Context: an optimization exercise on an open-source flow, tuned for small area, a short achievable clock period and few clock cycles. The choices shown serve that exercise and are no tape-out recipe.
In this exercise RTL edits were held to simulation tests only and were not proved equivalent to the original.

v29:
// associative_memory
module associative_memory
(
	input Clk_CI, Reset_RI,
	input ValidIn_SI, ReadyIn_SI,
	output ReadyOut_SO, ValidOut_SO,
	input [2-1:0] ModeIn_SI,
	input [5-1:0] LabelIn_DI,
	input [0:1000-1] HypervectorIn_DI,
	output [5-1:0] LabelOut_DO,
	output [10-1:0] DistanceOut_DO
);
Settings: LEC_CHECK=0, CAP_MARGIN=10, CORE_MARGIN=2, CORE_UTILIZATION=55, CTS_CLUSTER_DIAMETER=80, CTS_CLUSTER_SIZE=24, SLEW_MARGIN=10, SYNTH_HIERARCHICAL=1, TNS_END_PERCENT=100; clock period 13.5 ns.
standard.sh (not shown) runs the stock make flow with config.mk's settings and CLKGATE_MAP_FILE= SYNTH_SCRIPT=/design/flow/synth_recipe.tcl, a recipe that flattens the netlist after the stock synthesis.
==> flow/flow/run.sh <==
#!/bin/bash
# Layout flow: the standard flow (standard.sh, all steps from synthesis to
# the final layout, with flow/config.mk's settings), changed in two ways:
#  - timing repair aims for 9.4 ns of setup slack on the 13.5 ns clock, so that
#    the repair steps keep working on paths longer than 4.1 ns;
#  - every port gets a sky130_fd_sc_hd__buf_2 buffer.
# The clock period, the constraints and everything else are the standard flow's.
# make's output goes to run_standard.log; each ORFS step logs under orfs/logs/.
set -euo pipefail
bash standard.sh SETUP_SLACK_MARGIN=9.4 "BUFFER_PORTS_ARGS=-buffer_cell sky130_fd_sc_hd__buf_2" finish > run_standard.log 2>&1
v29 did not stop at any stage, and its layout met the timing, design-rule and antenna checks.
Testbench counts of v29, summed over its fixed seeds: cycles 1,112.
Setup changes, v29 to v30
- changing SLEW_MARGIN from 10 to 20
- changing CAP_MARGIN from 10 to 20
--- a/flow/flow/run.sh
+++ b/flow/flow/run.sh
@@ -6 +6 @@
-#  - every port gets a sky130_fd_sc_hd__buf_2 buffer.
+#  - every port gets a sky130_fd_sc_hd__buf_1 buffer.
@@ -10 +10 @@
-bash standard.sh SETUP_SLACK_MARGIN=9.4 "BUFFER_PORTS_ARGS=-buffer_cell sky130_fd_sc_hd__buf_2" finish > run_standard.log 2>&1
+bash standard.sh SETUP_SLACK_MARGIN=9.4 "BUFFER_PORTS_ARGS=-buffer_cell sky130_fd_sc_hd__buf_1" finish > run_standard.log 2>&1
## What came out
- Status v30: flow complete, layout not clean - antenna violations
- The instance area at placement on v30 is in line with that on v29.
- [compare] base=v29 new=v30: total number of vias shrank by 1762.
- [v30 vs v29] initial antenna violation count: lower in v30
- Number of filler instances in the final layout (v30 vs. v29) increases slightly
- Wire length of the first global-routing pass is lower on v30
- Per the comparison of v30 with v29, fraction of area in registers has remained practically unchanged.
- Between v30 and v29, the difference in final area is negligible.
The following lists how v40 was set up differently from v30:
- SLEW_MARGIN: 20 -> 40
- CAP_MARGIN: 20 -> 40
- TNS_END_PERCENT: 100 -> 30
--- a/flow/flow/run.sh
+++ b/flow/flow/run.sh
@@ -6 +6 @@
-#  - every port gets a sky130_fd_sc_hd__buf_1 buffer.
+#  - every port gets a sky130_fd_sc_hd__buf_2 buffer.
@@ -10 +10 @@
-bash standard.sh SETUP_SLACK_MARGIN=9.4 "BUFFER_PORTS_ARGS=-buffer_cell sky130_fd_sc_hd__buf_1" finish > run_standard.log 2>&1
+bash standard.sh SETUP_SLACK_MARGIN=9.4 "BUFFER_PORTS_ARGS=-buffer_cell sky130_fd_sc_hd__buf_2" finish > run_standard.log 2>&1
--- outcome ---
From the logs: v30 reached the end of the flow and failed the layout checks with antenna violations.
v40 finished end to end and its layout was clean on timing, DRC and antenna.
Summary of v40 over v30: utilization was more or less identical, post-route cell area was more or less identical, global router's overall resource usage went up by 0.25 points, proportion of layout cells with a drive suffix above 1 went up by 1.9 points.
As of v40, post-detailed-route wirelength per cell had risen slightly compared to v30.
Compared to v30, the routing of v40 uses more wire.
Relative to v30, the fraction of met1 tracks used by global routing of v40 is higher by 1.3 points.
Compared with v30, v40 shows a higher initial antenna violation count.
Edits applied to the flow inputs when going from v40 to v38:
- a change of SLEW_MARGIN from 40 to 20
- a change of CORE_UTILIZATION from 55 to 60
- a change of CAP_MARGIN from 40 to 20
- a change of TNS_END_PERCENT from 30 to 100
## What came out
v38 vs v40 on number of cells in the finished layout apart from fillers: v38 is the lower one.
Compared v38 against v40; final period utilization within noise.
Re row count: v40 was higher than v38.
Going from v40 to v38, portion of the layout cell area used by clock cells closely matched the old numbers; met3 routed wirelength climbed about 12%; worst hold slack moved down.
Diff v40..v38 | gate count of the mapped netlist | unchanged
Compare v40 and v38 | layout overhead on the synthesized area higher: v40
In the final reports, the cell area of v38 is smaller than that of v40.
Sequential share of layout area: v40 and v38 compared, lower one is v40

## afterwards: timing with drivers on the ports
The results above use ideal ports. As a check the final layouts listed here were re-extracted and re-timed, cells and wires unchanged.
Step 1 (the two cells are an assumption about what drives the block):
set clk [get_ports {Clk_CI}]
set_driving_cell -lib_cell sky130_fd_sc_hd__clkbuf_16 $clk
set_driving_cell -lib_cell sky130_fd_sc_hd__buf_2 [delete_from_list [all_inputs] $clk]
Step 2 moves the port delays by t, midway between the first and last clock arrival at a register: inputs arrive t later, outputs are due t later. That takes back most of the time a late clock gives input paths.
a / b / c = ideal ports / drivers / drivers and shift; a / b = the first two.
run | t, ns | setup WS [ns] | hold slack, ns | slew at the worst register clock pin (ns)
v29 | 1.494 | 9.066 / 8.874 / 8.362 | 0.415 / 0.415 / 0.415 | 0.11 / 0.11
v30 | 1.486 | 9.054 / 8.859 / 8.076 | 0.425 / 0.425 / 0.425 | 0.11 / 0.11
v40 | 1.500 | 9.059 / 8.868 / 8.450 | 0.423 / 0.423 / 0.423 | 0.11 / 0.11
v38 | 1.503 | 9.055 / 8.857 / 8.253 | 0.412 / 0.412 / 0.412 | 0.11 / 0.11
For v30, which loses most, drivers alone change the setup slack by -0.195 ns; drivers and shift together by -0.978 ns.
